What follows belongs to an exercise in optimizing a design on an open flow for small area, a short achievable clock period and few clock cycles; a production flow would make more cautious choices. At most, simulation tests tie the RTL to the original design; equivalence was not proved. No functional check of the RTL was part of runs 3 and 4. No driver is modelled on the clock port, so clocking that relies on it looks cheaper here than on a real chip.

===== flow/flow/run.sh =====
#!/bin/bash
# The standard layout, except:
# - synthesis maps all the logic with the ABC script flow/area.abc, in place
#   of ORFS's area script and without first mapping adders to full/half-adder
#   cells (ADDER_MAP_FILE empty); otherwise synth_recipe.tcl unchanged;
# - plain buf_1 cells as the port buffers;
# - timing repair aiming at 56.2 ns of setup slack, and after CTS a repair
#   of the paths from the inputs only (flow/io_repair.tcl).
set -euo pipefail
W=$PWD
cat > "$W/flow_synth.tcl" <<TCL
proc abc {args} {
  set i [lsearch -exact \$args -script]
  if {\$i >= 0} { lset args [expr {\$i + 1}] $W/flow/area.abc }
  yosys abc {*}\$args
}
source $W/synth_recipe.tcl
TCL
bash standard.sh "SYNTH_SCRIPT=$W/flow_synth.tcl" ADDER_MAP_FILE= "BUFFER_PORTS_ARGS=-buffer_cell sky130_fd_sc_hd__buf_1" SETUP_SLACK_MARGIN=56.2 "POST_CTS_TCL=$W/flow/io_repair.tcl" finish > standard.log 2>&1

===== flow/flow/area.abc =====
strash
ifraig
dc2
dch -f
amap -m
topo
stime -c
buffer -c
upsize -c -D 12500
dnsize -c -D 12500

===== flow/flow/io_repair.tcl =====
# Run after CTS (POST_CTS_TCL): a timing repair of the paths from the inputs
# to the registers only, aiming at 56.9 ns of slack; the other paths are left
# to the standard repair. The false paths are set for this repair only and
# removed again before the design is written.
set_false_path -from [all_registers] -to [all_registers]
set_false_path -to [all_outputs]
repair_timing -setup -setup_margin 56.9 -verbose
sta::unset_path_exceptions -from [all_registers] -to [all_registers]
sta::unset_path_exceptions -to [all_outputs]
detailed_placement
check_placement -verbose
estimate_parasitics -placement
report_worst_slack -max

===== flow/standard.sh =====
#!/bin/bash
# synth_recipe.tcl (not shown) runs the flow's synth.tcl, then flattens the netlist and writes it again
# the make line also repeats each setting of config.mk as NAME=value (left out here)
make -C /OpenROAD-flow-scripts/flow DESIGN_CONFIG=/design/flow/config.mk WORK_HOME=/design/flow/orfs CLKGATE_MAP_FILE= SYNTH_SCRIPT=/design/flow/synth_recipe.tcl "${@:-finish}"

===== flow/config.mk =====
export PLATFORM = sky130hd
export DESIGN_NAME = BAS
export DESIGN_NICKNAME = BAS
export VERILOG_FILES = /design/flow/design.v
export SDC_FILE = /design/flow/constraint.sdc
export NUM_CORES = 8
export LEC_CHECK = 0
export ABC_AREA = 1
export CAP_MARGIN = 20
export CORE_MARGIN = 2
export CORE_UTILIZATION = 60
export CTS_CLUSTER_DIAMETER = 120
export CTS_CLUSTER_SIZE = 24
export SLEW_MARGIN = 20

===== flow/constraint.sdc =====
create_clock -name core_clock -period 72.0 [get_ports {clk}]
set_input_delay 14.4000 -clock core_clock [delete_from_list [all_inputs] [get_ports {clk}]]
set_output_delay 14.4000 -clock core_clock [all_outputs]
set_load 0.01 [all_outputs]

===== flow/design.v =====
module Bfloat16_add(input [15:0] c, input [15:0] d, output [15:0] sum);
    wire cbig = c[14:0] >= d[14:0];
    wire [15:0] b = cbig ? c : d;
    wire [15:0] s = cbig ? d : c;
    wire [7:0] ed = b[14:7] - s[14:7];
    wire [7:0] ns = (ed[7:3] != 5'd0) ? 8'd0 : ({1'b1, s[6:0]} >> ed[2:0]);
    wire [7:0] nb = {1'b1, b[6:0]};
    wire sub = c[15] ^ d[15];
    wire [8:0] r = sub ? {1'b0, nb} - {1'b0, ns} : {1'b0, nb} + {1'b0, ns};
    reg [2:0] pos;
    always @(*) begin
        casez (r[7:1])
            7'b1??????: pos = 3'd0;
            7'b01?????: pos = 3'd1;
            7'b001????: pos = 3'd2;
            7'b0001???: pos = 3'd3;
            7'b00001??: pos = 3'd4;
            7'b000001?: pos = 3'd5;
            7'b0000001: pos = 3'd6;
            default:    pos = 3'd7;
        endcase
    end
    wire [7:0] sh = r[7:0] << pos;
    wire [15:0] addres = r[8] ? {b[15], b[14:7] + 8'd1, r[7:1]} : {b[15], b[14:7], r[6:0]};
    wire [15:0] subres = (r[7:0] == 8'd0) ? 16'd0 :
                         {b[15], b[14:7] - {5'd0, pos}, (pos == 3'd7) ? 7'd0 : sh[6:0]};
    assign sum = sub ? subres : addres;
endmodule
module bf_addpos(input [14:0] c, input [14:0] d, output [14:0] sum);
    wire cbig = c >= d;
    wire [14:0] b = cbig ? c : d;
    wire [14:0] s = cbig ? d : c;
    wire [7:0] ed = b[14:7] - s[14:7];
    wire [7:0] ns = (ed[7:3] != 5'd0) ? 8'd0 : ({1'b1, s[6:0]} >> ed[2:0]);
    wire [8:0] r = {2'b01, b[6:0]} + {1'b0, ns};
    assign sum = r[8] ? {b[14:7] + 8'd1, r[7:1]} : {b[14:7], r[6:0]};
endmodule
module bf_add_slow(input [15:0] c, input [15:0] d, input byp, output [15:0] sum);
    wire [15:0] cmpc;
    assign cmpc[0] = 1'b1;
    genvar k;
    generate for (k = 0; k < 15; k = k + 1) begin : cm
        assign cmpc[k+1] = (c[k] & ~d[k]) | (c[k] & cmpc[k]) | (~d[k] & cmpc[k]);
    end endgenerate
    wire cbig = cmpc[15] | byp;
    wire [15:0] b = cbig ? c : d;
    wire [15:0] s = cbig ? d : c;
    wire [7:0] ed; wire edc;
    radd8 r1(b[14:7], ~s[14:7], 1'b1, ed, edc);
    wire [7:0] ns = (byp || ed[7:3] != 5'd0) ? 8'd0 : ({1'b1, s[6:0]} >> ed[2:0]);
    wire [7:0] nb = {1'b1, b[6:0]};
    wire sub = (c[15] ^ d[15]) & !byp;
    wire [7:0] rr; wire rco;
    radd8 r2(nb, sub ? ~ns : ns, sub, rr, rco);
    wire [8:0] r = {rco & !sub, rr};
    reg [2:0] pos;
    always @(*) begin
        casez (r[7:1])
            7'b1??????: pos = 3'd0;
            7'b01?????: pos = 3'd1;
            7'b001????: pos = 3'd2;
            7'b0001???: pos = 3'd3;
            7'b00001??: pos = 3'd4;
            7'b000001?: pos = 3'd5;
            7'b0000001: pos = 3'd6;
            default:    pos = 3'd7;
        endcase
    end
    wire [7:0] sh = r[7:0] << pos;
    wire [7:0] einc, edec; wire ic, dc;
    radd8 r3(b[14:7], 8'd0, 1'b1, einc, ic);
    radd8 r4(b[14:7], ~{5'd0, pos}, 1'b1, edec, dc);
    wire [15:0] addres = r[8] ? {b[15], einc, r[7:1]} : {b[15], b[14:7], r[6:0]};
    wire [15:0] subres = (r[7:0] == 8'd0) ? 16'd0 :
                         {b[15], edec, (pos == 3'd7) ? 7'd0 : sh[6:0]};
    assign sum = sub ? subres : addres;
endmodule
module radd8(input [7:0] a, input [7:0] b, input ci, output [7:0] s, output co);
    wire [8:0] c;
    assign c[0] = ci;
    genvar k;
    generate for (k = 0; k < 8; k = k + 1) begin : rc
        assign s[k] = a[k] ^ b[k] ^ c[k];
        assign c[k+1] = (a[k] & b[k]) | (a[k] & c[k]) | (b[k] & c[k]);
    end endgenerate
    assign co = c[8];
endmodule
module Bfloat16_mul(input [15:0] a, input [15:0] b, output [15:0] product);
    wire [15:0] fp;
    mant_mul m(a[6:0], b[6:0], fp);
    wire [7:0] m8 = fp[15] ? fp[15:8] : fp[14:7];
    wire rb = fp[15] ? fp[7] : fp[6];
    wire [7:0] rm; wire rc;
    radd8 r1(m8, 8'd0, rb, rm, rc);
    wire [7:0] e0, ex; wire c0, c1;
    radd8 r2(a[14:7], b[14:7], fp[15], e0, c0);
    radd8 r3(e0, 8'd129, rc, ex, c1);
    wire sg = a[15] ^ b[15];
    assign product = (a[14:0] == 15'd0 || b[14:0] == 15'd0) ? 16'd0 :
                     (a[14:7] == 8'd255 || b[14:7] == 8'd255) ? {sg, 8'd255, 7'd0} :
                     {sg, ex, rc ? 7'd0 : rm[6:0]};
endmodule
module bf_sq(input [14:0] a, output [14:0] product);
    wire [15:0] fp;
    mant_sq m(a[6:0], fp);
    wire [7:0] m8 = fp[15] ? fp[15:8] : fp[14:7];
    wire rb = fp[15] ? fp[7] : fp[6];
    wire [8:0] rm = {1'b0, m8} + {8'd0, rb};
    wire [7:0] ex = {a[13:7], fp[15]} + 8'd129 + {7'd0, rm[8]};
    assign product = (a == 15'd0) ? 15'd0 :
                     (a[14:7] == 8'd255) ? {8'd255, 7'd0} :
                     {ex, rm[8] ? 7'd0 : rm[6:0]};
endmodule
module bf_dbl(input [15:0] a, output [15:0] y);
    assign y = (a[14:0] == 15'd0) ? 16'd0 :
               (a[14:7] == 8'd255) ? {a[15], 8'd255, 7'd0} :
               {a[15], a[14:7] + 8'd1, a[6:0]};
endmodule
module mant_mul(input [6:0] a, input [6:0] b, output [15:0] p);
    wire t1 = (a[0] & b[6]) ^ (a[1] & b[5]);
    wire t2 = (a[0] & b[6]) & (a[1] & b[5]);
    wire t3 = a[0] ^ (a[1] & b[6]) ^ (a[2] & b[5]);
    wire t4 = (a[0] & (a[1] & b[6])) | (a[0] & (a[2] & b[5])) | ((a[1] & b[6]) & (a[2] & b[5]));
    wire t5 = (a[3] & b[4]) ^ (a[4] & b[3]);
    wire t6 = (a[3] & b[4]) & (a[4] & b[3]);
    wire t7 = a[1] ^ (a[2] & b[6]) ^ (a[3] & b[5]);
    wire t8 = (a[1] & (a[2] & b[6])) | (a[1] & (a[3] & b[5])) | ((a[2] & b[6]) & (a[3] & b[5]));
    wire t9 = (a[4] & b[4]) ^ (a[5] & b[3]);
    wire t10 = (a[4] & b[4]) & (a[5] & b[3]);
    wire t11 = a[2] ^ (a[3] & b[6]) ^ (a[4] & b[5]);
    wire t12 = (a[2] & (a[3] & b[6])) | (a[2] & (a[4] & b[5])) | ((a[3] & b[6]) & (a[4] & b[5]));
    wire t13 = (a[0] & b[4]) ^ (a[1] & b[3]);
    wire t14 = (a[0] & b[4]) & (a[1] & b[3]);
    wire t15 = (a[0] & b[5]) ^ (a[1] & b[4]) ^ (a[2] & b[3]);
    wire t16 = ((a[0] & b[5]) & (a[1] & b[4])) | ((a[0] & b[5]) & (a[2] & b[3])) | ((a[1] & b[4]) & (a[2] & b[3]));
    wire t17 = (a[3] & b[2]) ^ (a[4] & b[1]);
    wire t18 = (a[3] & b[2]) & (a[4] & b[1]);
    wire t19 = t1 ^ (a[2] & b[4]) ^ (a[3] & b[3]);
    wire t20 = (t1 & (a[2] & b[4])) | (t1 & (a[3] & b[3])) | ((a[2] & b[4]) & (a[3] & b[3]));
    wire t21 = (a[4] & b[2]) ^ (a[5] & b[1]) ^ (a[6] & b[0]);
    wire t22 = ((a[4] & b[2]) & (a[5] & b[1])) | ((a[4] & b[2]) & (a[6] & b[0])) | ((a[5] & b[1]) & (a[6] & b[0]));
    wire t23 = t2 ^ t3 ^ t5;
    wire t24 = (t2 & t3) | (t2 & t5) | (t3 & t5);
    wire t25 = (a[5] & b[2]) ^ (a[6] & b[1]) ^ b[0];
    wire t26 = ((a[5] & b[2]) & (a[6] & b[1])) | ((a[5] & b[2]) & b[0]) | ((a[6] & b[1]) & b[0]);
    wire t27 = t4 ^ t6 ^ t7;
    wire t28 = (t4 & t6) | (t4 & t7) | (t6 & t7);
    wire t29 = t9 ^ (a[6] & b[2]) ^ b[1];
    wire t30 = (t9 & (a[6] & b[2])) | (t9 & b[1]) | ((a[6] & b[2]) & b[1]);
    wire t31 = t8 ^ t10 ^ t11;
    wire t32 = (t8 & t10) | (t8 & t11) | (t10 & t11);
    wire t33 = (a[5] & b[4]) ^ (a[6] & b[3]) ^ b[2];
    wire t34 = ((a[5] & b[4]) & (a[6] & b[3])) | ((a[5] & b[4]) & b[2]) | ((a[6] & b[3]) & b[2]);
    wire t35 = t12 ^ a[3] ^ (a[4] & b[6]);
    wire t36 = (t12 & a[3]) | (t12 & (a[4] & b[6])) | (a[3] & (a[4] & b[6]));
    wire t37 = (a[5] & b[5]) ^ (a[6] & b[4]) ^ b[3];
    wire t38 = ((a[5] & b[5]) & (a[6] & b[4])) | ((a[5] & b[5]) & b[3]) | ((a[6] & b[4]) & b[3]);
    wire t39 = a[4] ^ (a[5] & b[6]) ^ (a[6] & b[5]);
    wire t40 = (a[4] & (a[5] & b[6])) | (a[4] & (a[6] & b[5])) | ((a[5] & b[6]) & (a[6] & b[5]));
    wire t41 = (a[0] & b[3]) ^ (a[1] & b[2]);
    wire t42 = (a[0] & b[3]) & (a[1] & b[2]);
    wire t43 = t13 ^ (a[2] & b[2]) ^ (a[3] & b[1]);
    wire t44 = (t13 & (a[2] & b[2])) | (t13 & (a[3] & b[1])) | ((a[2] & b[2]) & (a[3] & b[1]));
    wire t45 = t14 ^ t15 ^ t17;
    wire t46 = (t14 & t15) | (t14 & t17) | (t15 & t17);
    wire t47 = t16 ^ t18 ^ t19;
    wire t48 = (t16 & t18) | (t16 & t19) | (t18 & t19);
    wire t49 = t20 ^ t22 ^ t23;
    wire t50 = (t20 & t22) | (t20 & t23) | (t22 & t23);
    wire t51 = t24 ^ t26 ^ t27;
    wire t52 = (t24 & t26) | (t24 & t27) | (t26 & t27);
    wire t53 = t28 ^ t30 ^ t31;
    wire t54 = (t28 & t30) | (t28 & t31) | (t30 & t31);
    wire t55 = t32 ^ t34 ^ t35;
    wire t56 = (t32 & t34) | (t32 & t35) | (t34 & t35);
    wire t57 = t36 ^ t38 ^ t39;
    wire t58 = (t36 & t38) | (t36 & t39) | (t38 & t39);
    wire t59 = t40 ^ a[5] ^ (a[6] & b[6]);
    wire t60 = (t40 & a[5]) | (t40 & (a[6] & b[6])) | (a[5] & (a[6] & b[6]));
    wire t61 = (a[0] & b[2]) ^ (a[1] & b[1]);
    wire t62 = (a[0] & b[2]) & (a[1] & b[1]);
    wire t63 = t41 ^ (a[2] & b[1]) ^ (a[3] & b[0]);
    wire t64 = (t41 & (a[2] & b[1])) | (t41 & (a[3] & b[0])) | ((a[2] & b[1]) & (a[3] & b[0]));
    wire t65 = t42 ^ t43 ^ (a[4] & b[0]);
    wire t66 = (t42 & t43) | (t42 & (a[4] & b[0])) | (t43 & (a[4] & b[0]));
    wire t67 = t44 ^ t45 ^ (a[5] & b[0]);
    wire t68 = (t44 & t45) | (t44 & (a[5] & b[0])) | (t45 & (a[5] & b[0]));
    wire t69 = t46 ^ t47 ^ t21;
    wire t70 = (t46 & t47) | (t46 & t21) | (t47 & t21);
    wire t71 = t48 ^ t49 ^ t25;
    wire t72 = (t48 & t49) | (t48 & t25) | (t49 & t25);
    wire t73 = t50 ^ t51 ^ t29;
    wire t74 = (t50 & t51) | (t50 & t29) | (t51 & t29);
    wire t75 = t52 ^ t53 ^ t33;
    wire t76 = (t52 & t53) | (t52 & t33) | (t53 & t33);
    wire t77 = t54 ^ t55 ^ t37;
    wire t78 = (t54 & t55) | (t54 & t37) | (t55 & t37);
    wire t79 = t56 ^ t57 ^ b[4];
    wire t80 = (t56 & t57) | (t56 & b[4]) | (t57 & b[4]);
    wire t81 = t58 ^ t59 ^ b[5];
    wire t82 = (t58 & t59) | (t58 & b[5]) | (t59 & b[5]);
    wire t83 = t60 ^ a[6] ^ b[6];
    wire t84 = (t60 & a[6]) | (t60 & b[6]) | (a[6] & b[6]);
    wire [15:0] r0 = {1'b0, t84, t82, t80, t78, t76, t74, t72, t70, t68, t66, t64, t62, t61, (a[0] & b[1]), (a[0] & b[0])};
    wire [15:0] r1 = {1'b0, 1'b1, t83, t81, t79, t77, t75, t73, t71, t69, t67, t65, t63, (a[2] & b[0]), (a[1] & b[0]), 1'b0};
    wire [16:0] cy;
    assign cy[0] = 1'b0;
    genvar k;
    generate for (k = 0; k < 16; k = k + 1) begin : rc
        assign p[k] = r0[k] ^ r1[k] ^ cy[k];
        assign cy[k+1] = (r0[k] & r1[k]) | (r0[k] & cy[k]) | (r1[k] & cy[k]);
    end endgenerate
endmodule
module mant_sq(input [6:0] a, output [15:0] p);
    wire t1 = a[0] ^ (a[1] & a[6]);
    wire t2 = a[0] & (a[1] & a[6]);
    wire t3 = (a[0] & a[5]) ^ (a[1] & a[4]);
    wire t4 = (a[0] & a[5]) & (a[1] & a[4]);
    wire t5 = (a[0] & a[6]) ^ (a[1] & a[5]);
    wire t6 = (a[0] & a[6]) & (a[1] & a[5]);
    wire t7 = t1 ^ (a[2] & a[5]) ^ (a[3] & a[4]);
    wire t8 = (t1 & (a[2] & a[5])) | (t1 & (a[3] & a[4])) | ((a[2] & a[5]) & (a[3] & a[4]));
    wire t9 = t2 ^ a[1] ^ (a[2] & a[6]);
    wire t10 = (t2 & a[1]) | (t2 & (a[2] & a[6])) | (a[1] & (a[2] & a[6]));
    wire t11 = a[2] ^ (a[3] & a[6]) ^ (a[4] & a[5]);
    wire t12 = (a[2] & (a[3] & a[6])) | (a[2] & (a[4] & a[5])) | ((a[3] & a[6]) & (a[4] & a[5]));
    wire t13 = (a[0] & a[3]) ^ (a[1] & a[2]);
    wire t14 = (a[0] & a[3]) & (a[1] & a[2]);
    wire t15 = (a[0] & a[4]) ^ (a[1] & a[3]);
    wire t16 = (a[0] & a[4]) & (a[1] & a[3]);
    wire t17 = t3 ^ (a[2] & a[3]) ^ a[3];
    wire t18 = (t3 & (a[2] & a[3])) | (t3 & a[3]) | ((a[2] & a[3]) & a[3]);
    wire t19 = t4 ^ t5 ^ (a[2] & a[4]);
    wire t20 = (t4 & t5) | (t4 & (a[2] & a[4])) | (t5 & (a[2] & a[4]));
    wire t21 = t6 ^ t7 ^ a[4];
    wire t22 = (t6 & t7) | (t6 & a[4]) | (t7 & a[4]);
    wire t23 = t8 ^ t9 ^ (a[3] & a[5]);
    wire t24 = (t8 & t9) | (t8 & (a[3] & a[5])) | (t9 & (a[3] & a[5]));
    wire t25 = t10 ^ t11 ^ a[5];
    wire t26 = (t10 & t11) | (t10 & a[5]) | (t11 & a[5]);
    wire t27 = t12 ^ a[3] ^ (a[4] & a[6]);
    wire t28 = (t12 & a[3]) | (t12 & (a[4] & a[6])) | (a[3] & (a[4] & a[6]));
    wire t29 = a[4] ^ (a[5] & a[6]) ^ a[6];
    wire t30 = (a[4] & (a[5] & a[6])) | (a[4] & a[6]) | ((a[5] & a[6]) & a[6]);
    wire [15:0] r0 = {1'b0, a[6], t30, t28, t26, t24, t22, t20, t18, t16, t14, t13, (a[0] & a[2]), (a[0] & a[1]), 1'b0, a[0]};
    wire [15:0] r1 = {1'b0, 1'b1, a[5], t29, t27, t25, t23, t21, t19, t17, t15, a[2], 1'b0, a[1], 1'b0, 1'b0};
    wire [16:0] cy;
    assign cy[0] = 1'b0;
    genvar k;
    generate for (k = 0; k < 16; k = k + 1) begin : rc
        assign p[k] = r0[k] ^ r1[k] ^ cy[k];
        assign cy[k+1] = (r0[k] & r1[k]) | (r0[k] & cy[k]) | (r1[k] & cy[k]);
    end endgenerate
endmodule
module fitness_lin(input [15:0] x, input [15:0] y, output [15:0] u, output [15:0] v);
    wire [15:0] x2, y2, s1, s2;
    bf_dbl d1(y, y2);
    bf_dbl d2(x, x2);
    Bfloat16_add a1(x, y2, s1);
    Bfloat16_add a2(x2, y, s2);
    bf_addk #(7'h60) a3(s1, u);      
    bf_addk #(7'h20) a4(s2, v);      
endmodule
module fitness_sq(input [15:0] u, input [15:0] v, output [14:0] f);
    wire [14:0] u2, v2;
    bf_sq q1(u[14:0], u2);
    bf_sq q2(v[14:0], v2);
    bf_addpos a1(u2, v2, f);
endmodule
module bf_addk #(parameter [6:0] MK = 7'h60) (input [15:0] a, output [15:0] sum);
    localparam [7:0] NK = {1'b1, MK};
    wire s = a[15];
    wire [7:0] e = a[14:7];
    wire [7:0] n = {1'b1, a[6:0]};
    wire abig = a[14:0] >= {8'd129, MK};
    wire [7:0] sha = e - 8'd129;
    wire [7:0] nka = (sha[7:3] != 5'd0) ? 8'd0 : (NK >> sha[2:0]);
    wire [7:0] shb = 8'd129 - e;
    wire [7:0] nab = (shb[7:3] != 5'd0) ? 8'd0 : (n >> shb[2:0]);
    wire [7:0] nb = abig ? n : NK;
    wire [7:0] ns = abig ? nka : nab;
    wire [7:0] eb = abig ? e : 8'd129;
    wire sb = abig ? s : 1'b1;
    wire sub = !s;
    wire [8:0] r = sub ? {1'b0, nb} - {1'b0, ns} : {1'b0, nb} + {1'b0, ns};
    wire z4 = r[7:4] == 4'd0;
    wire [7:0] n4 = z4 ? {r[3:0], 4'd0} : r[7:0];
    wire z2 = n4[7:6] == 2'd0;
    wire [7:0] n2 = z2 ? {n4[5:0], 2'd0} : n4;
    wire z1 = !n2[7];
    wire [7:0] sh = z1 ? {n2[6:0], 1'b0} : n2;
    wire [2:0] pos = {z4, z2, z1};
    wire [15:0] addres = r[8] ? {sb, eb + 8'd1, r[7:1]} : {sb, eb, r[6:0]};
    wire [15:0] subres = (r[7:0] == 8'd0) ? 16'd0 : {sb, eb - {5'd0, pos}, sh[6:0]};
    assign sum = sub ? subres : addres;
endmodule
module twin_lfsr(input clk, input reset, input step, input [8:0] seed1, input [8:0] seed2,
                 output [15:0] n1, output [15:0] n2);
    reg [8:0] N1, N2;
    always @(posedge clk) begin
        if (reset) begin
            N1 <= seed1;
            N2 <= seed2;
        end else if (step) begin
            N1 <= {N1[7], N1[6], N1[5] ^ N1[8], N1[8], N1[0], N1[4], N1[3] ^ N1[0], N1[2], N1[1]};
            N2 <= {N2[7], N2[6], N2[5] ^ N2[8], N2[8], N2[0], N2[4], N2[3] ^ N2[0], N2[2], N2[1]};
        end
    end
    assign n1 = {N1[8], 5'b01111, N1[7], 1'b1, 1'b0, N1[6:0]};
    assign n2 = {N2[8], 5'b01111, N2[7], 1'b1, 1'b0, N2[6:0]};
endmodule
module BAS(input clk, input reset, input [8:0]count, input [8:0]seed1, input [8:0]seed2, input [15:0]xi, input [15:0]yi, input [15:0]P, input [15:0]E, output [15:0]xo, output [15:0]yo, output [15:0]fo, output [31:0]clk_cnt, output reg done);
    reg [15:0] x, y, p, e;
    reg [14:0] f;
    reg [8:0] cnt, itc;
    reg [2:0] ph;
    reg ini, run;
    wire ph0 = ph == 3'd0, ph1 = ph == 3'd1, ph2 = ph == 3'd2;
    wire ph3 = ph == 3'd3, ph4 = ph == 3'd4, ph5 = ph == 3'd5;
    wire [15:0] dx, dy;
    twin_lfsr lfsr(clk, reset, ph1, seed1, seed2, dx, dy);
    wire useE = ph0 | ph1;
    wire useY = ph5 | ph1;
    wire [15:0] ma = useE ? e : p;
    wire [15:0] d = useY ? dy : dx;
    wire [15:0] mp;
    Bfloat16_mul m1(ma, {1'b0, d[14:0]}, mp);
    reg [14:0] opa, opb, opc;            
    reg q1, q2, i1, i2;
    reg [14:0] fr;
    reg [15:0] x1, y1;
    reg sg, acc0;
    wire last = (itc + 9'd1 == cnt);
    wire pe = ph0 | ph1;
    wire nz = pe ? (p[14:0] != 15'd0) : (e[14:0] != 15'd0);
    wire neg = ph1 | ph3 | ((ph4 | ph5) & sg);
    wire [14:0] ox = pe ? opa : opc;
    wire [15:0] sx = {nz & ((pe ? p[15] ^ dx[15] : e[15]) ^ neg), ox};
    wire [15:0] sy = {nz & ((pe ? p[15] ^ dy[15] : e[15]) ^ neg), opb};
    wire [15:0] ax, ay;
    bf_add_slow a1(x, sx, ini, ax);
    bf_add_slow a2(y, sy, ini, ay);
    wire issue = run & (ph0 | ph1 | ph2 | ph3);
    wire [15:0] u, v;
    fitness_lin lin(x1, y1, u, v);
    reg [15:0] u2, v2;
    wire [14:0] fs;
    fitness_sq sq(u2, v2, fs);
    wire le = fs <= f;
    wire t0 = q2 & ph4, t1 = q2 & ph5;
    wire take = t1 & (sg ? le : acc0);   
    always @(posedge clk) begin
        if (ph4) opa <= mp[14:0];
        if (ph0) opc <= mp[14:0];
        if (ph5 | ph1) opb <= mp[14:0];
        x1 <= ax;
        y1 <= ay;
        u2 <= u;
        v2 <= v;
        if (ph2) fr <= fs;
        if (ph3) sg <= !(fr > fs);
        if (ph4) acc0 <= le;
        if (i2 || (t0 && !sg || t1 && sg) && le) f <= fs;
        if (reset) begin
            x <= xi;
            y <= yi;
            p <= P;
            e <= E;
            cnt <= count;
            itc <= 9'd0;
            ph <= 3'd4;
            ini <= 1'b1;
            run <= count != 9'd0;
            done <= 1'b0;
            q1 <= 1'b0;
            q2 <= 1'b0;
            i1 <= 1'b0;
            i2 <= 1'b0;
        end else begin
            ini <= 1'b0;
            q1 <= issue;
            q2 <= q1;
            i1 <= ini;
            i2 <= i1;
            ph <= ph5 ? 3'd0 : ph + 3'd1;
            if (i2 && !run) done <= 1'b1;
            if (take) begin
                x <= x1;
                y <= y1;
            end
            if (t1) begin
                itc <= itc + 9'd1;
                if (last) begin
                    done <= 1'b1;
                    run <= 1'b0;
                end
            end
        end
    end
    assign xo = x;
    assign yo = y;
    assign fo = {1'b0, f};
    assign clk_cnt = {23'd0, itc};
endmodule

==> metrics.yaml, run 1 <==
status: "timing/DRC/antenna clean"
start_util: 0.6096
netlist_instances: 3642
drtIter0Drc: 2706
grt_antenna_before_repair: 0
clk_pin_slew_ns: 0.10
fill_cells: 3429
max_stage_delay_ns: 0.60
cp-start-kind: "register"
cts_sinks: 249
synth.cell_area_um2: 23610
critPathSlowestCell: "edfxtp_1"
port_buffers: 149
post-dp-hpwl_mm: 55.59
rsz0062_at_grt: "no"
maxCapViolCount: 0
overflow: 0
diodes: 0
yosys_warnings: 4
gp_congestion: 1.003
finalCriticalPeriod_ns: 15.70
drc_errors: 0
cts_tree: "built"
cp.arrival_ns: 1.30
stdcell_area_um2: 25890
crit_fanout: 5
hold_path.class: "register to register"
layout_commonest_cell: "nor2_1"
yosysUniqueCellTypes: 86
via_per_inst: 6.272
drive_above_1_share: 0.07803
crit_type: "register to output port"
worstMarginPinSlew_ns: 1.121
die_w_um: 202.4
core_um2: 38740
async_flop_share: 0
final_net_count: 3892
ant_nets: 0
avgSynthCellArea_um2: 6.484
wl_mm: 72.87
area_growth_syn_to_layout_pct: 9.638
hold_viol: 0
crit_family: "flip-flops"
grt_max_degree: 97
grt_pass1_wl_mm: 115.2
grt_pass1_vias: 23974
synth.ff_latch_count: 249
fin_tns_setup_ns: 0
grt_util_all_layers: 0.3362
finalClockSkew_ns: 0.02624
path_buf_inv: 1
clk_latency_ns: 0.51
clock.fmax_mhz: 63.68
finalMaxSlewViolations: 0
synth_edf_count: 169
required_ns: 57.60
dpl_cell_area_um2: 24650
crit_chain: "buf_1"
dr.pass1.iters: 8
die_y_um: 202.4
pin_count: 174
via_count: 27120
seq_area_frac_synth: 0.2827
timing.slew.headroom: 0.2448
final_cell_mix: "842 x nor2_1, 413 x nand2_1, 351 x inv_1"
rows: 72
post-route-period-util: 0.2181
wire_per_inst_um: 16.85
setup_viol: 0
ys.flop_type: "edfxtp_1"
cp-end-kind: "output port"
die-area_um2: 40960
## Yosys cell counts, types with 14 or more instances
cell      number  area share
nor3_1        76       0.016
a211oi_1      37       0.012
nor2b_1       54       0.014
o32ai_1       37       0.014
dfxtp_1       80       0.068
a21oi_1      285       0.060
inv_1        355       0.056
a31oi_1       35      0.0093
nor2_1       852        0.14
nand2_1      417       0.066
edfxtp_1     169        0.21
and2_1        28      0.0074
buf_4         25      0.0079
clkbuf_1      66       0.010
nor4_1        26      0.0069
o21a_1        50       0.016
a22oi_1       19      0.0060
nor2_2        16      0.0042
o221ai_1      20      0.0074
inv_2         33      0.0052
o22a_1        36       0.013
o22ai_1      248       0.066
o21ai_2       14      0.0052
o21ai_0      334       0.071
nand3_1       17      0.0036
o21ai_1       51       0.011
or2_2         24      0.0064
a221oi_1      28       0.010
## final timing paths
kind	slack, ns	cells after the start	endpoint	from
max	56.30	1	xo[6]	x[6]$_DFFE_PP_
min	0.46	1	i2$_SDFF_PP0_	i1$_SDFF_PP0_
max reg2reg	57.52	109	v2[11]$_DFF_P_	x1[7]$_DFF_P_
min reg2reg	0.46	1	i2$_SDFF_PP0_	i1$_SDFF_PP0_
## sequential cells by signal, indices dropped and copies added, names as in the netlist, 16 cells and up
name / flops
e: 16
p: 16
x1: 16
x: 16
y1: 16
y: 16
## cell families (layout without fill, tap and decap cells)
group                  after synthesis  after routing  share of synthesized area
AO/OA/AOI/OAI                     1313           1316                     0.3480
buffers and inverters              500            638                    0.08398
flip-flops                         249            249                     0.2827
XOR/XNOR                             1              1                  0.0003710
other                                1             24                  0.0001588
AND/OR/NAND/NOR                   1578           1578                     0.2847
## layout make-up
| type | count | area (um2) | area share |
|---|---|---|---|
| multi-input cells | 2919 | 15520 | 0.5995 |
| flip-flops and latches | 249 | 6686 | 0.2583 |
| inverters | 401 | 1526 | 0.05896 |
| repair buffers | 211 | 1074 | 0.04147 |
| well taps | 518 | 648.1 | 0.02503 |
| clock buffers | 22 | 402.9 | 0.01556 |
| clock inverters | 1 | 16.27 | 0.0006283 |
| repair inverters | 3 | 15.01 | 0.0005799 |
## metal layers
| layer | GRT usage | vias up | part of all wire |
|---|---|---|---|
| met2 | 0.5471 | 1389 | 0.45 |
| li1 | - | 13288 | - |
| met4 | 0.1168 | 0 | 0.037 |
| met5 | 0 | - | 0 |
| met1 | 0.4593 | 12218 | 0.43 |
| met3 | 0.04579 | 225 | 0.091 |
## per-stage QoR
step / hold slack, ns / setup slack, ns / instances / utilization
detailed placement: 0.4365 / 55.75 / 4256 / 0.6363
global route: 0.4741 / 56.05 / 4324 / 0.6683
floorplan: 0.4138 / 56.38 / 3665 / -
global placement: 0.4168 / 55.85 / 4256 / 0.6362
finish: 0.4566 / 56.30 / 4324 / 0.6683
Testbench counts, summed over its fixed seeds: cycles 288,264.
==> inputs of run 2 (changes only) <==
--- a/flow/config.mk
+++ b/flow/config.mk
@@ -11,4 +11,4 @@
 export CORE_UTILIZATION = 60
-export CTS_CLUSTER_DIAMETER = 120
-export CTS_CLUSTER_SIZE = 24
+export CTS_CLUSTER_DIAMETER = 100
+export CTS_CLUSTER_SIZE = 20
 export SLEW_MARGIN = 20
==> run 2 against run 1 <==
Effect of this change:
- synthesized cell count did not move
- critical path type unchanged
- clock skew rose by 0.00081 ns
- register-to-register slack got worse by 0.08 ns
- count of clock-buffer cells in the layout rose by 3
- sequential cell count did not move
- global-route usage barely moved
- first-iteration DRC count rose by 5.5%
- die area did not move
- design area rose by 0.52%
- sequential share of layout area fell by 0.14 points
- still clean on timing, DRC and antenna
- critical endpoint is now yo[12]
==> metrics.yaml, run 2 <==
status: "timing/DRC/antenna clean"
crit_end: "yo[12]"
finalMaxSlewViolations: 0
cts_sinks: 249
via_per_inst: 6.271
cts_tree: "built"
hold_path.class: "register to register"
seq_area_frac_synth: 0.2827
synth_top_area_frac: 0.2149
crit_chain: "buf_1"
ys.flop_type: "edfxtp_1"
cp-end-kind: "output port"
cp.depth: 1
drive_above_1_share: 0.08047
grt_max_degree: 97
crit_fanout: 6
setup_viol: 0
crit_type: "register to output port"
startpoint: "y[12]$_DFFE_PP_"
yosysMostFrequentCell: "nor2_1"
fin_tns_setup_ns: 0
clk_latency_ns: 0.52
via_count: 27174
final_cell_mix: "841 x nor2_1, 413 x nand2_1, 351 x inv_1"
synth.cell_area_um2: 23610
cp-start-kind: "register"
cp.arrival_ns: 1.25
grt_util_all_layers: 0.3366
drtIter0Drc: 2856
netlist_instances: 3642
grt_pass1_wl_mm: 115.3
synth_area_leaders: "edfxtp_1 21%, nor2_1 14%, o21ai_0 7.1%"
worstMarginPinSlew_ns: 1.138
fin_cells: 4333
r2r-start: "y1[7]$_DFF_P_"
crit_family: "flip-flops"
post-route-period-util: 0.2174
rows: 72
layout_commonest_cell: "nor2_1"
yosys_warnings: 4
yosysUniqueCellTypes: 86
pin_count: 174
timing.slew.headroom: 0.2332
port_buffers: 149
overflow: 0
diodes: 0
die_y_um: 202.4
ant_nets: 0
required_ns: 57.60
clock.fmax_mhz: 63.88
avgSynthCellArea_um2: 6.484
reg2regPathDepth: 96
final_net_count: 3898
grt_pass1_vias: 24005
r2r_end: "u2[10]$_DFF_P_"
clk_pin_slew_ns: 0.08
start_util: 0.6096
dp_cells: 4256
wl_mm: 73.26
synth.ff_latch_count: 249
finalClockSkew_ns: 0.02705
maxCapViolCount: 0
hold_viol: 0
die_w_um: 202.4
synthTopCellsByCount: "852 x nor2_1, 417 x nand2_1, 355 x inv_1"
async_flop_share: 0
finalCriticalPeriod_ns: 15.65
gp_congestion: 1.003
critPathSlowestCell: "edfxtp_1"
area_growth_syn_to_layout_pct: 10.21
rsz0062_at_grt: "no"
post-dp-hpwl_mm: 55.59
dr.pass1.iters: 10
wire_per_inst_um: 16.91
max_stage_delay_ns: 0.55
drc_errors: 0
core_um2: 38740
path_buf_inv: 1
die-area_um2: 40960
grt_antenna_before_repair: 0
synth_edf_count: 169
yosysTopAreaCell: "edfxtp_1"
r2r_slack_ns: 57.44
==> run 2: worst min path at each step <==
stage	from	endpoint	slack [ns]	depth (start not counted)
floorplan	i1$_SDFF_PP0_	i2$_SDFF_PP0_	0.41	1
global placement	q1$_SDFF_PP0_	q2$_SDFF_PP0_	0.42	1
detailed placement	i1$_SDFF_PP0_	i2$_SDFF_PP0_	0.44	1
global route	q1$_SDFF_PP0_	q2$_SDFF_PP0_	0.46	1
finish	i1$_SDFF_PP0_	i2$_SDFF_PP0_	0.46	1
==> run 2: kinds of logic (layout without fill, tap and decap cells) <==
family / count (synthesis) / after routing / share of synthesized area
AOI/OAI and AO/OA: 1313 / 1316 / 0.3480
buffers and inverters: 500 / 647 / 0.08398
and+or+nand+nor: 1578 / 1578 / 0.2847
other: 1 / 24 / 0.0001588
xor gates and xnor gates: 1 / 1 / 0.0003710
DFF: 249 / 249 / 0.2827
==> run 2: layout make-up <==
class	count	area, um2
Multi-Input combinational cell	2919	15530
Clock buffer	25	476.7
Timing Repair inverter	2	10.01
Clock inverter	4	37.54
Timing Repair Buffer	215	1107
Tap cell	518	648.1
Fill cell	3404	12710
Sequential cell	249	6684
Inverter	401	1526
==> run 2: metrics by stage <==
| step | area [um2] | util | setup slack (ns) | hold slack [ns] |
|---|---|---|---|---|
| after floorplan | 23700 | - | 56.38 | 0.4138 |
| after global placement | 24640 | 0.6362 | 55.85 | 0.4168 |
| after detailed placement | 24650 | 0.6363 | 55.75 | 0.4365 |
| after global routing | 26030 | 0.6718 | 56.00 | 0.4632 |
| final | 26030 | 0.6718 | 56.35 | 0.4571 |
==> run 2: metal layers <==
| layer | wire, um | global-route usage | part of all wire | vias up |
|---|---|---|---|---|
| li1 | - | - | - | 13328 |
| met1 | 30860 | 0.4614 | 0.42 | 12219 |
| met2 | 32720 | 0.5437 | 0.45 | 1399 |
| met3 | 6792 | 0.04289 | 0.093 | 228 |
| met4 | 2889 | 0.1262 | 0.039 | 0 |
| met5 | 0 | 0 | 0 | - |
==> inputs of run 3 (changes only) <==
--- a/flow/design.v
+++ b/flow/design.v
@@ -297,4 +297,6 @@
 module twin_lfsr(input clk, input reset, input step, input [8:0] seed1, input [8:0] seed2,
-                 output [15:0] n1, output [15:0] n2);
+                 output [15:0] n1, output [15:0] n2, output [15:0] nn1, output [15:0] nn2);
     reg [8:0] N1, N2;
+    wire [8:0] M1 = {N1[7], N1[6], N1[5] ^ N1[8], N1[8], N1[0], N1[4], N1[3] ^ N1[0], N1[2], N1[1]};
+    wire [8:0] M2 = {N2[7], N2[6], N2[5] ^ N2[8], N2[8], N2[0], N2[4], N2[3] ^ N2[0], N2[2], N2[1]};
     always @(posedge clk) begin
@@ -304,4 +306,4 @@
         end else if (step) begin
-            N1 <= {N1[7], N1[6], N1[5] ^ N1[8], N1[8], N1[0], N1[4], N1[3] ^ N1[0], N1[2], N1[1]};
-            N2 <= {N2[7], N2[6], N2[5] ^ N2[8], N2[8], N2[0], N2[4], N2[3] ^ N2[0], N2[2], N2[1]};
+            N1 <= M1;
+            N2 <= M2;
         end
@@ -310,4 +312,7 @@
     assign n2 = {N2[8], 5'b01111, N2[7], 1'b1, 1'b0, N2[6:0]};
+    assign nn1 = {M1[8], 5'b01111, M1[7], 1'b1, 1'b0, M1[6:0]};
+    assign nn2 = {M2[8], 5'b01111, M2[7], 1'b1, 1'b0, M2[6:0]};
 endmodule
 module BAS(input clk, input reset, input [8:0]count, input [8:0]seed1, input [8:0]seed2, input [15:0]xi, input [15:0]yi, input [15:0]P, input [15:0]E, output [15:0]xo, output [15:0]yo, output [15:0]fo, output [31:0]clk_cnt, output reg done);
+    localparam K_NONE = 3'd0, K_INIT = 3'd1, K_R = 3'd2, K_L = 3'd3, K_T0 = 3'd4, K_T1 = 3'd5;
     reg [15:0] x, y, p, e;
@@ -315,26 +320,29 @@
     reg [8:0] cnt, itc;
-    reg [2:0] ph;
-    reg ini, run;
-    wire ph0 = ph == 3'd0, ph1 = ph == 3'd1, ph2 = ph == 3'd2;
-    wire ph3 = ph == 3'd3, ph4 = ph == 3'd4, ph5 = ph == 3'd5;
-    wire [15:0] dx, dy;
-    twin_lfsr lfsr(clk, reset, ph1, seed1, seed2, dx, dy);
-    wire useE = ph0 | ph1;
-    wire useY = ph5 | ph1;
+    reg [1:0] pc;                        
+    reg act;                             
+    reg [1:0] k;                         
+    wire s0 = act & (k == 2'd0), s1 = act & (k == 2'd1);
+    wire s2 = act & (k == 2'd2), s3 = act & (k == 2'd3);
+    wire [15:0] dx, dy, ndx, ndy;
+    twin_lfsr lfsr(clk, reset, s3, seed1, seed2, dx, dy, ndx, ndy);
+    wire useE = s0 | s1;
+    wire useY = (pc == 2'd1) | s1 | s3;
     wire [15:0] ma = useE ? e : p;
-    wire [15:0] d = useY ? dy : dx;
+    wire [15:0] d = (s2 | s3) ? (useY ? ndy : ndx) : (useY ? dy : dx);
     wire [15:0] mp;
     Bfloat16_mul m1(ma, {1'b0, d[14:0]}, mp);
-    reg [14:0] opa, opb, opc;            
-    reg q1, q2, i1, i2;
-    reg [14:0] fr;
-    reg [15:0] x1, y1;
-    reg sg, acc0;
+    reg [14:0] opa, opb, opc, opd;       
+    reg [2:0] k1, k2;                    
+    reg [14:0] fr;                       
+    reg [15:0] x1, y1, xsel, ysel;
+    reg sg;
     wire last = (itc + 9'd1 == cnt);
-    wire pe = ph0 | ph1;
+    wire ini = (pc == 2'd2);
+    wire pe = s0 | s1;
     wire nz = pe ? (p[14:0] != 15'd0) : (e[14:0] != 15'd0);
-    wire neg = ph1 | ph3 | ((ph4 | ph5) & sg);
+    wire neg = s1 | s3;
     wire [14:0] ox = pe ? opa : opc;
+    wire [14:0] oy = pe ? opb : opd;
     wire [15:0] sx = {nz & ((pe ? p[15] ^ dx[15] : e[15]) ^ neg), ox};
-    wire [15:0] sy = {nz & ((pe ? p[15] ^ dy[15] : e[15]) ^ neg), opb};
+    wire [15:0] sy = {nz & ((pe ? p[15] ^ dy[15] : e[15]) ^ neg), oy};
     wire [15:0] ax, ay;
@@ -342,3 +350,3 @@
     bf_add_slow a2(y, sy, ini, ay);
-    wire issue = run & (ph0 | ph1 | ph2 | ph3);
+    wire [2:0] k0 = ini ? K_INIT : s0 ? K_R : s1 ? K_L : s2 ? K_T0 : s3 ? K_T1 : K_NONE;
     wire [15:0] u, v;
@@ -348,9 +356,12 @@
     fitness_sq sq(u2, v2, fs);
+    wire sgn = !(fr > fs);               
     wire le = fs <= f;
-    wire t0 = q2 & ph4, t1 = q2 & ph5;
-    wire take = t1 & (sg ? le : acc0);   
+    wire dec = (k2 == K_T0) & !sg | (k2 == K_T1) & sg;    
+    wire take = dec & le;
+    wire redo = take & !last;            
     always @(posedge clk) begin
-        if (ph4) opa <= mp[14:0];
-        if (ph0) opc <= mp[14:0];
-        if (ph5 | ph1) opb <= mp[14:0];
+        if ((pc == 2'd2) | s2) opa <= mp[14:0];
+        if ((pc == 2'd1) | s3) opb <= mp[14:0];
+        if (s0) opc <= mp[14:0];
+        if (s1) opd <= mp[14:0];
         x1 <= ax;
@@ -359,6 +370,9 @@
         v2 <= v;
-        if (ph2) fr <= fs;
-        if (ph3) sg <= !(fr > fs);
-        if (ph4) acc0 <= le;
-        if (i2 || (t0 && !sg || t1 && sg) && le) f <= fs;
+        if (k2 == K_R) fr <= fs;
+        if (k2 == K_L) begin
+            sg <= sgn;
+            xsel <= sgn ? ax : x1;       
+            ysel <= sgn ? ay : y1;
+        end
+        if ((k2 == K_INIT) | take) f <= fs;
         if (reset) begin
@@ -370,23 +384,17 @@
             itc <= 9'd0;
-            ph <= 3'd4;
-            ini <= 1'b1;
-            run <= count != 9'd0;
+            pc <= 2'd2;
+            act <= 1'b0;
+            k <= 2'd0;
             done <= 1'b0;
-            q1 <= 1'b0;
-            q2 <= 1'b0;
-            i1 <= 1'b0;
-            i2 <= 1'b0;
+            k1 <= K_NONE;
+            k2 <= K_NONE;
         end else begin
-            ini <= 1'b0;
-            q1 <= issue;
-            q2 <= q1;
-            i1 <= ini;
-            i2 <= i1;
-            ph <= ph5 ? 3'd0 : ph + 3'd1;
-            if (i2 && !run) done <= 1'b1;
+            if (pc != 2'd0) pc <= pc - 2'd1;
+            if (pc == 2'd1) act <= (cnt != 9'd0);
+            if ((k2 == K_INIT) && (cnt == 9'd0)) done <= 1'b1;
             if (take) begin
-                x <= x1;
-                y <= y1;
+                x <= xsel;
+                y <= ysel;
             end
-            if (t1) begin
+            if (dec) begin
                 itc <= itc + 9'd1;
@@ -394,3 +402,15 @@
                     done <= 1'b1;
-                    run <= 1'b0;
+                    act <= 1'b0;
+                end
+            end
+            if (redo) begin
+                k <= 2'd0;
+                k1 <= K_NONE;
+                k2 <= K_NONE;
+            end else begin
+                k1 <= k0;
+                k2 <= k1;
+                if (act) begin
+                    k <= k + 2'd1;
+                    if (s3 && !(itc + 9'd1 < cnt)) act <= 1'b0;
                 end
==> run 3 against run 2 <==
Effect of this change:
- critical endpoint is now xo[3]
- largest cell class unchanged
- critical path depth stayed put
- via count rose by 3.9%
==> metrics.yaml, run 3 <==
grt-busiest-layer: "met2"
synth_area_leaders: "edfxtp_1 24%, nor2_1 11%, o22ai_1 6.4%"
critPathSlowestCell: "edfxtp_1"
async_flop_share: 0
worst_slack_ns: 56.31
cts_sinks: 297
drive_above_1_share: 0.1050
avgSynthCellArea_um2: 6.996
clock.fmax_mhz: 63.73
seq_area_frac_synth: 0.3060
ys.flop_type: "edfxtp_1"
use_met3: 0.04042
netlist_instances: 3778
start_util: 0.6109
yosys.area_share.simple: 0.2640
crit_type: "register to output port"
port_buffers: 149
synth_top_area_frac: 0.2431
clk_latency_ns: 0.55
die_y_um: 213.9
final_cell_mix: "798 x nor2_1, 405 x nand2_1, 353 x inv_1"
layout_commonest_cell: "nor2_1"
dpl_worst_slack_ns: 55.17
grt.met1_usage: 0.4523
final_net_count: 4003
area_growth_syn_to_layout_pct: 7.257
crit_fanout: 5
hold_path.class: "register to register"
hold_viol: 0
required_ns: 57.60
wl_mm: 79.41
stdcell_area_um2: 28350
crit_chain: "buf_1"
synthAdderAreaFrac: 0
cp.arrival_ns: 1.29
core_um2: 43270
rows: 76
max_stage_delay_ns: 0.48
post-route-period-util: 0.2179
synth.cell_area_um2: 26430
utilization: 0.6552
finalClockSkew_ns: 0.03062
synth_compound_area_frac: 0.3385
dpl_cell_area_um2: 27230
met2_usage: 0.5607
pin_count: 174
synth_top_family_by_area: "compound AO/OA/AOI/OAI gates"
status: "timing/DRC/antenna clean"
synthTopCellsByCount: "804 x nor2_1, 408 x nand2_1, 358 x inv_1"
grt_pass1_vias: 24954
die-area_um2: 45750
timing.slew.headroom: 0.3300
finalMaxSlewViolations: 0
synthMuxAreaShare: 0
wire_per_inst_um: 17.61
fin_cells: 4508
rsz0062_at_grt: "no"
yosysMostFrequentCell: "nor2_1"
gp_congestion: 1.003
grt_max_degree: 54
clk_pin_slew_ns: 0.09
crit_family: "flip-flops"
via_per_inst: 6.266
fin_tns_setup_ns: 0
via_count: 28247
synthXorXnorAreaFrac: 0.001325
diodes: 0
grt_util_all_layers: 0.3322
whs_ns: 0.4593
maxCapViolCount: 0
yosysTopAreaCell: "edfxtp_1"
cp-end-kind: "output port"
overflow: 0
drtIter0Drc: 3359
setup_viol: 0
fill_cells: 3889
grt_antenna_before_repair: 0
post-dp-hpwl_mm: 60.43
finalCriticalPeriod_ns: 15.69
yosysUniqueCellTypes: 114
synth_edf_count: 214
synth.ff_latch_count: 297
worstMarginPinSlew_ns: 0.9958
yosys_warnings: 4
dp_cells: 4451
dr.pass1.iters: 8
cts_tree: "built"
die_w_um: 213.9
grt_pass1_wl_mm: 124.2
drc_errors: 0
path_buf_inv: 1
cp-start-kind: "register"
ant_nets: 0
## run 3: cell families (layout without fill, tap and decap cells)
family | count (synthesis) | after routing
and+or+nand+nor | 1582 | 1585
AOI/OAI and AO/OA | 1368 | 1368
buffers and inverters | 526 | 645
DFF | 297 | 297
xor gates and xnor gates | 4 | 4
other | 1 | 24
## run 3: layout make-up
| cell class | instances | area, um2 | share of cell area |
|---|---|---|---|
| Sequential cell | 297 | 8092 | 0.2854 |
| Inverter | 419 | 1617 | 0.05702 |
| Clock inverter | 5 | 40.04 | 0.001412 |
| Timing Repair Buffer | 190 | 918.4 | 0.03239 |
| Clock buffer | 29 | 513.0 | 0.01810 |
| Multi-Input combinational cell | 2981 | 16430 | 0.5795 |
| Timing Repair inverter | 2 | 10.01 | 0.0003531 |
| Tap cell | 585 | 732.0 | 0.02582 |
## run 3: layer usage
metal	vias to the layer above	wire (um)
met1	12973	33980
met2	1291	36350
li1	13809	-
met4	0	2068
met3	174	7009
met5	-	0
## run 3: path summary, 6_finish.rpt
kind | from | end | slack (ns) | cells past startpoint
worst min register to register | k1[1]$_SDFF_PP0_ | k2[1]$_SDFF_PP0_ | 0.46 | 1
worst max register to register | x1[8]$_DFF_P_ | v2[10]$_DFF_P_ | 57.41 | 85
worst min-delay path | k1[1]$_SDFF_PP0_ | k2[1]$_SDFF_PP0_ | 0.46 | 1
worst max-delay path | x[3]$_DFFE_PP_ | xo[3] | 56.31 | 1
==> inputs of run 4 (changes only) <==
--- a/flow/design.v
+++ b/flow/design.v
@@ -338,2 +338,5 @@
     reg sg;
+    reg pend;                            
+    reg [2:0] hist;                      
+    wire pred = (hist[0] & hist[1]) | (hist[0] & hist[2]) | (hist[1] & hist[2]);
     wire last = (itc + 9'd1 == cnt);
@@ -342,3 +345,3 @@
     wire nz = pe ? (p[14:0] != 15'd0) : (e[14:0] != 15'd0);
-    wire neg = s1 | s3;
+    wire neg = s1 | s2;
     wire [14:0] ox = pe ? opa : opc;
@@ -348,5 +351,8 @@
     wire [15:0] ax, ay;
-    bf_add_slow a1(x, sx, ini, ax);
-    bf_add_slow a2(y, sy, ini, ay);
-    wire [2:0] k0 = ini ? K_INIT : s0 ? K_R : s1 ? K_L : s2 ? K_T0 : s3 ? K_T1 : K_NONE;
+    wire usel = pend & pred;             
+    wire [15:0] xs = usel ? xsel : x;
+    wire [15:0] ys = usel ? ysel : y;
+    bf_add_slow a1(xs, sx, ini, ax);
+    bf_add_slow a2(ys, sy, ini, ay);
+    wire [2:0] k0 = ini ? K_INIT : s0 ? K_R : s1 ? K_L : s2 ? K_T1 : s3 ? K_T0 : K_NONE;
     wire [15:0] u, v;
@@ -360,3 +366,3 @@
     wire take = dec & le;
-    wire redo = take & !last;            
+    wire redo = dec & (le != pred) & !last;   
     always @(posedge clk) begin
@@ -373,4 +379,4 @@
             sg <= sgn;
-            xsel <= sgn ? ax : x1;       
-            ysel <= sgn ? ay : y1;
+            xsel <= sgn ? x1 : ax;       
+            ysel <= sgn ? y1 : ay;
         end
@@ -390,2 +396,4 @@
             k2 <= K_NONE;
+            pend <= 1'b0;
+            hist <= 3'd0;
         end else begin
@@ -400,2 +408,4 @@
                 itc <= itc + 9'd1;
+                hist <= {hist[1:0], le};
+                pend <= 1'b0;
                 if (last) begin
@@ -414,3 +424,6 @@
                     k <= k + 2'd1;
-                    if (s3 && !(itc + 9'd1 < cnt)) act <= 1'b0;
+                    if (s3) begin
+                        if (itc + 9'd1 < cnt) pend <= 1'b1;
+                        else act <= 1'b0;
+                    end
                 end
==> run 4 against run 3 <==
Effect of this change:
- utilization up 0.85 points
- synthesized cell count grew 1.2%
- first-iteration DRC count is 13% lower
- final cell count is 1.2% higher
- fmax up 0.28%
- still clean
- largest cell class unchanged
- routed wire length is 2.7% higher
- global-route usage rose by 1.2 points
- highest routed layer is now met5
- via count grew 1.1%
==> metrics.yaml, run 4 <==
status: "timing/DRC/antenna clean"
die_w_um: 213.3
synthTopCellsByCount: "828 x nor2_1, 384 x nand2_1, 379 x inv_1"
worstMarginPinSlew_ns: 1.100
startpoint: "y[6]$_DFFE_PP_"
crit_type: "register to output port"
avgSynthCellArea_um2: 6.877
grt_util_all_layers: 0.3439
overflow: 0
grt_antenna_before_repair: 5
crit_family: "flip-flops"
gp_congestion: 0.9976
hold_path.class: "register to register"
port_buffers: 149
synthMuxAreaShare: 0
rows: 76
drtIter0Drc: 2914
synth_top_area_frac: 0.2445
ant_nets: 0
required_ns: 57.60
fin_tns_setup_ns: 0
pin_count: 174
fill_cells: 3861
ys.flop_type: "edfxtp_1"
clock.fmax_mhz: 63.91
cp-end-kind: "output port"
dr.pass1.iters: 9
cp.arrival_ns: 1.25
synth_compound_area_frac: 0.3431
fin_cells: 4564
die-area_um2: 45490
netlist_instances: 3822
cts_tree: "built"
grt_max_degree: 55
synth.cell_area_um2: 26280
start_util: 0.6088
synthXorXnorAreaFrac: 0.0006665
drive_above_1_share: 0.08979
crit_chain: "buf_1"
yosys_warnings: 4
path_buf_inv: 1
whs_ns: 0.4771
setup_viol: 0
wl_mm: 81.59
yosysUniqueCellTypes: 97
utilization: 0.6637
drc_errors: 0
clk_latency_ns: 0.55
final_cell_mix: "823 x nor2_1, 378 x nand2_1, 376 x inv_1"
area_growth_syn_to_layout_pct: 9.017
post-route-period-util: 0.2173
regArea_um2: 8173
synth_top_family_by_area: "compound AO/OA/AOI/OAI gates"
async_flop_share: 0
dp_cells: 4489
synth_area_leaders: "edfxtp_1 24%, nor2_1 12%, o22ai_1 7.8%"
worst_slack_ns: 56.35
maxCapViolCount: 0
cp-start-kind: "register"
die_y_um: 213.3
timing.slew.headroom: 0.2624
synthAdderAreaFrac: 0
dpl_worst_slack_ns: 55.29
dpl_cell_area_um2: 27250
yosys.area_share.simple: 0.2570
hold_viol: 0
synth_edf_count: 214
cts_sinks: 301
yosysTopAreaCell: "edfxtp_1"
critPathSlowestCell: "edfxtp_1"
seq_area_frac_synth: 0.3108
max_stage_delay_ns: 0.38
hold_start: "k1[1]$_SDFF_PP0_"
stdcell_area_um2: 28650
final_net_count: 4055
core_um2: 43170
crit_fanout: 2
finalClockSkew_ns: 0.03108
grt_pass1_wl_mm: 127.2
clk_pin_slew_ns: 0.09
via_count: 28567
rsz0062_at_grt: "no"
layout_commonest_cell: "nor2_1"
post-dp-hpwl_mm: 61.48
finalMaxSlewViolations: 0
via_per_inst: 6.259
grt_pass1_vias: 25429
wire_per_inst_um: 17.88
yosysMostFrequentCell: "nor2_1"
synth.ff_latch_count: 301
multi_input_area_um2: 16340
finalCriticalPeriod_ns: 15.65
r2r-start: "x1[7]$_DFF_P_"
-- run 4: cell count changes after synthesis, moves of 17 or more --
| cell | change |
|---|---|
| nand2_1 | -24 |
| o21ai_0 | -44 |
| nor2_1 | +24 |
| inv_1 | +21 |
| o22a_1 | +17 |
| clkbuf_1 | +21 |
| a21oi_1 | +40 |
| o22ai_1 | +56 |
-- run 4: layout make-up --
type	count	area share
clock inverters	5	0.002227
well taps	585	0.02555
clock buffers	31	0.01891
repair buffers	208	0.03917
diodes	3	0.0002620
inverters	440	0.05838
multi-input cells	2991	0.5703
flip-flops and latches	301	0.2852
-- run 4: logic make-up after synthesis --
| family | count (synthesis) |
|---|---|
| compound gates | 1405 |
| xor+xnor | 2 |
| buf+inv | 558 |
| flops | 301 |
| other cells | 1 |
| simple gates | 1555 |
-- run 4: metal layers --
metal / track usage / part of all wire
met3: 0.05839 / 0.092
met1: 0.4550 / 0.41
met4: 0.1102 / 0.033
met2: 0.5729 / 0.46
met5: 0 / 0.00054
-- run 4: final timing paths --
path	endpoint	slack (ns)	cells past startpoint
max	yo[6]	56.35	1
min	k2[1]$_SDFF_PP0_	0.48	1
max reg2reg	v2[10]$_DFF_P_	57.55	95
min reg2reg	k2[1]$_SDFF_PP0_	0.48	1
==> inputs of run 5 (changes only) <==
--- a/flow/design.v
+++ b/flow/design.v
@@ -339,4 +339,5 @@
     reg pend;                            
-    reg [2:0] hist;                      
-    wire pred = (hist[0] & hist[1]) | (hist[0] & hist[2]) | (hist[1] & hist[2]);
+    reg [1:0] c0, c1;                    
+    wire [1:0] cs = sg ? c1 : c0;
+    wire pred = cs[1];                   
     wire last = (itc + 9'd1 == cnt);
@@ -397,3 +398,4 @@
             pend <= 1'b0;
-            hist <= 3'd0;
+            c0 <= 2'd2;
+            c1 <= 2'd2;
         end else begin
@@ -408,3 +410,4 @@
                 itc <= itc + 9'd1;
-                hist <= {hist[1:0], le};
+                if (sg) c1 <= le ? (c1 == 2'd3 ? c1 : c1 + 2'd1) : (c1 == 2'd0 ? c1 : c1 - 2'd1);
+                else c0 <= le ? (c0 == 2'd3 ? c0 : c0 + 2'd1) : (c0 == 2'd0 ? c0 : c0 - 2'd1);
                 pend <= 1'b0;
==> flow/flow/area.abc (replaced) <==
strash
ifraig
dc2
dch -f
amap
topo
stime -c
buffer -c
upsize -c
dnsize -c
==> run 5 against run 4 <==
Effect of this change:
- via count up 0.67%
- sequential share of layout area down 0.19 points
- hold slack worse by 0.023 ns
- utilization down 1.2 points
==> metrics.yaml, run 5 <==
grt_pass1_wl_mm: 128.4
synth_top_area_frac: 0.2379
required_ns: 57.60
drc_errors: 0
yosys_warnings: 4
avgSynthCellArea_um2: 7.024
area_growth_syn_to_layout_pct: 6.991
synth_area_leaders: "edfxtp_1 24%, nor2_1 11%, o22ai_1 7.3%"
grt_antenna_before_repair: 2
critPathSlowestCell: "dfxtp_1"
crit_chain: "buf_1"
core_um2: 44320
netlist_instances: 3845
finalClockSkew_ns: 0.02532
synth_edf_count: 214
dr.pass1.iters: 6
clk_pin_slew_ns: 0.08
ys.flop_type: "edfxtp_1"
yosysMostFrequentCell: "nor2_1"
timing.slew.headroom: 0.2626
ant_nets: 0
finalMaxSlewViolations: 0
die_w_um: 216.2
crit_family: "flip-flops"
via_count: 28757
clk_latency_ns: 0.55
start_util: 0.6094
hold_path.class: "register to register"
pin_count: 174
status: "timing/DRC/antenna clean"
crit_type: "register to output port"
synth.ff_latch_count: 302
finalCriticalPeriod_ns: 15.62
gp_congestion: 0.9840
seq_area_frac_synth: 0.3032
fill_cells: 3958
stdcell_area_um2: 28900
max_stage_delay_ns: 0.46
setup_viol: 0
async_flop_share: 0
rows: 77
wire_per_inst_um: 17.58
path_buf_inv: 1
port_buffers: 149
cp-end-kind: "output port"
yosysUniqueCellTypes: 116
layout_commonest_cell: "nor2_1"
post-dp-hpwl_mm: 61.83
via_per_inst: 6.291
grt_max_degree: 63
crit_fanout: 7
regArea_um2: 8188
synth.cell_area_um2: 27010
clock.fmax_mhz: 64.04
die-area_um2: 46730
maxCapViolCount: 0
dp_cells: 4521
dpl_cell_area_um2: 28000
wl_mm: 80.35
hold_viol: 0
post-route-period-util: 0.2169
drive_above_1_share: 0.1018
fin_cells: 4571
drtIter0Drc: 2806
overflow: 0
cp.arrival_ns: 1.22
grt_pass1_vias: 25880
rsz0062_at_grt: "no"
yosysTopAreaCell: "edfxtp_1"
fin_tns_setup_ns: 0
synthTopCellsByCount: "808 x nor2_1, 373 x nand2_1, 347 x inv_1"
cts_sinks: 302
final_cell_mix: "805 x nor2_1, 372 x nand2_1, 346 x inv_1"
multi_input_area_um2: 16790
die_y_um: 216.2
cp-start-kind: "register"
worstMarginPinSlew_ns: 1.106
grt_util_all_layers: 0.3295
cts_tree: "built"
final_net_count: 4057
## run 5: cell types whose count changed in the layout (fill, tap and decap cells not counted), moves of 10 or more
cell / before / now
a31oi_1: 33 / 43
nor2_2: 27 / 50
inv_1: 376 / 346
buf_4: 52 / 32
a221oi_1: 23 / 13
a21oi_1: 307 / 283
o21ai_1: 40 / 61
nor2_4: 16 / 28
a21o_1: 3 / 13
nor2_1: 823 / 805
nor3_1: 63 / 82
o221ai_1: 29 / 17
## run 5: cells by family after synthesis
group	synth area share
simple gates	0.2647
other cells	0.0001388
buf+inv	0.08487
flops	0.3032
compound gates	0.3465
xor+xnor	0.0006487
## run 5: final cells by class
class,instances,share of cell area
flip-flops and latches,302,0.2834
clock inverters,3,0.001515
multi-input cells,3027,0.5809
inverters,428,0.05767
repair buffers,185,0.03070
well taps,592,0.02563
clock buffers,33,0.02009
diodes,1,0.00008660
## run 5: worst paths after layout
check / from / to / slack [ns] / depth (start not counted)
setup / recovery: itc[0]$_SDFFE_PP0P_ / clk_cnt[0] / 56.39 / 1
hold / removal: pc[1]$_SDFFE_PP1P_ / pc[1]$_SDFFE_PP1P_ / 0.45 / 2
setup reg to reg: y1[9]$_DFF_P_ / u2[10]$_DFF_P_ / 57.42 / 95
hold reg to reg: pc[1]$_SDFFE_PP1P_ / pc[1]$_SDFFE_PP1P_ / 0.45 / 2
## run 5: per-stage QoR
stage / util / hold slack, ns / worst slack [ns]
floorplan: - / 0.4225 / 56.29
global placement: 0.6316 / 0.4297 / 55.24
detailed placement: 0.6317 / 0.4386 / 55.08
global route: 0.6520 / 0.4664 / 56.22
finish: 0.6520 / 0.4543 / 56.39
## run 5: metal layers
| layer | routed length, um | track usage |
|---|---|---|
| met5 | 13 | 0 |
| met4 | 2555 | 0.1014 |
| met3 | 6358 | 0.03326 |
| met2 | 36700 | 0.5505 |
| met1 | 34720 | 0.4513 |
Testbench counts of run 5, summed over its fixed seeds: cycles 200,424.

==> what the ideal ports hide <==
The results above use ideal ports. As a check the final layouts listed here were re-extracted and re-timed, cells and wires unchanged.
Step 1, drivers: a clkbuf_16 drives clk and a buf_2 each remaining input, both assumed.
Step 2 moves the port delays by t, midway between the first and last clock arrival at a register: inputs arrive t later, outputs are due t later. That takes back most of the time a late clock gives input paths.
a / b / c = no drivers / after step 1 / after step 2; a / b = the first two.
run | t, ns | setup slack, ns | worst register clock-pin slew, ns | worst data-port slew with drivers (ns) | pins driven straight from the clock port
run 1 | 0.561 | 56.297 / 56.234 / 56.314 | 0.11 / 0.11 | 0.06 | 1
run 2 | 0.564 | 56.346 / 56.289 / 56.334 | 0.10 / 0.10 | 0.06 | 1
run 3 | 0.597 | 56.309 / 56.249 / 56.320 | 0.09 / 0.09 | 0.09 | 1
run 4 | 0.598 | 56.353 / 56.293 / 56.305 | 0.09 / 0.09 | 0.13 | 1
run 5 | 0.597 | 56.385 / 56.326 / 56.369 | 0.10 / 0.10 | 0.09 | 1
After both steps every run listed still meets setup and hold. The setup slack of run 4, which loses most, moves by -0.060 ns with the drivers and by -0.048 ns with both steps.
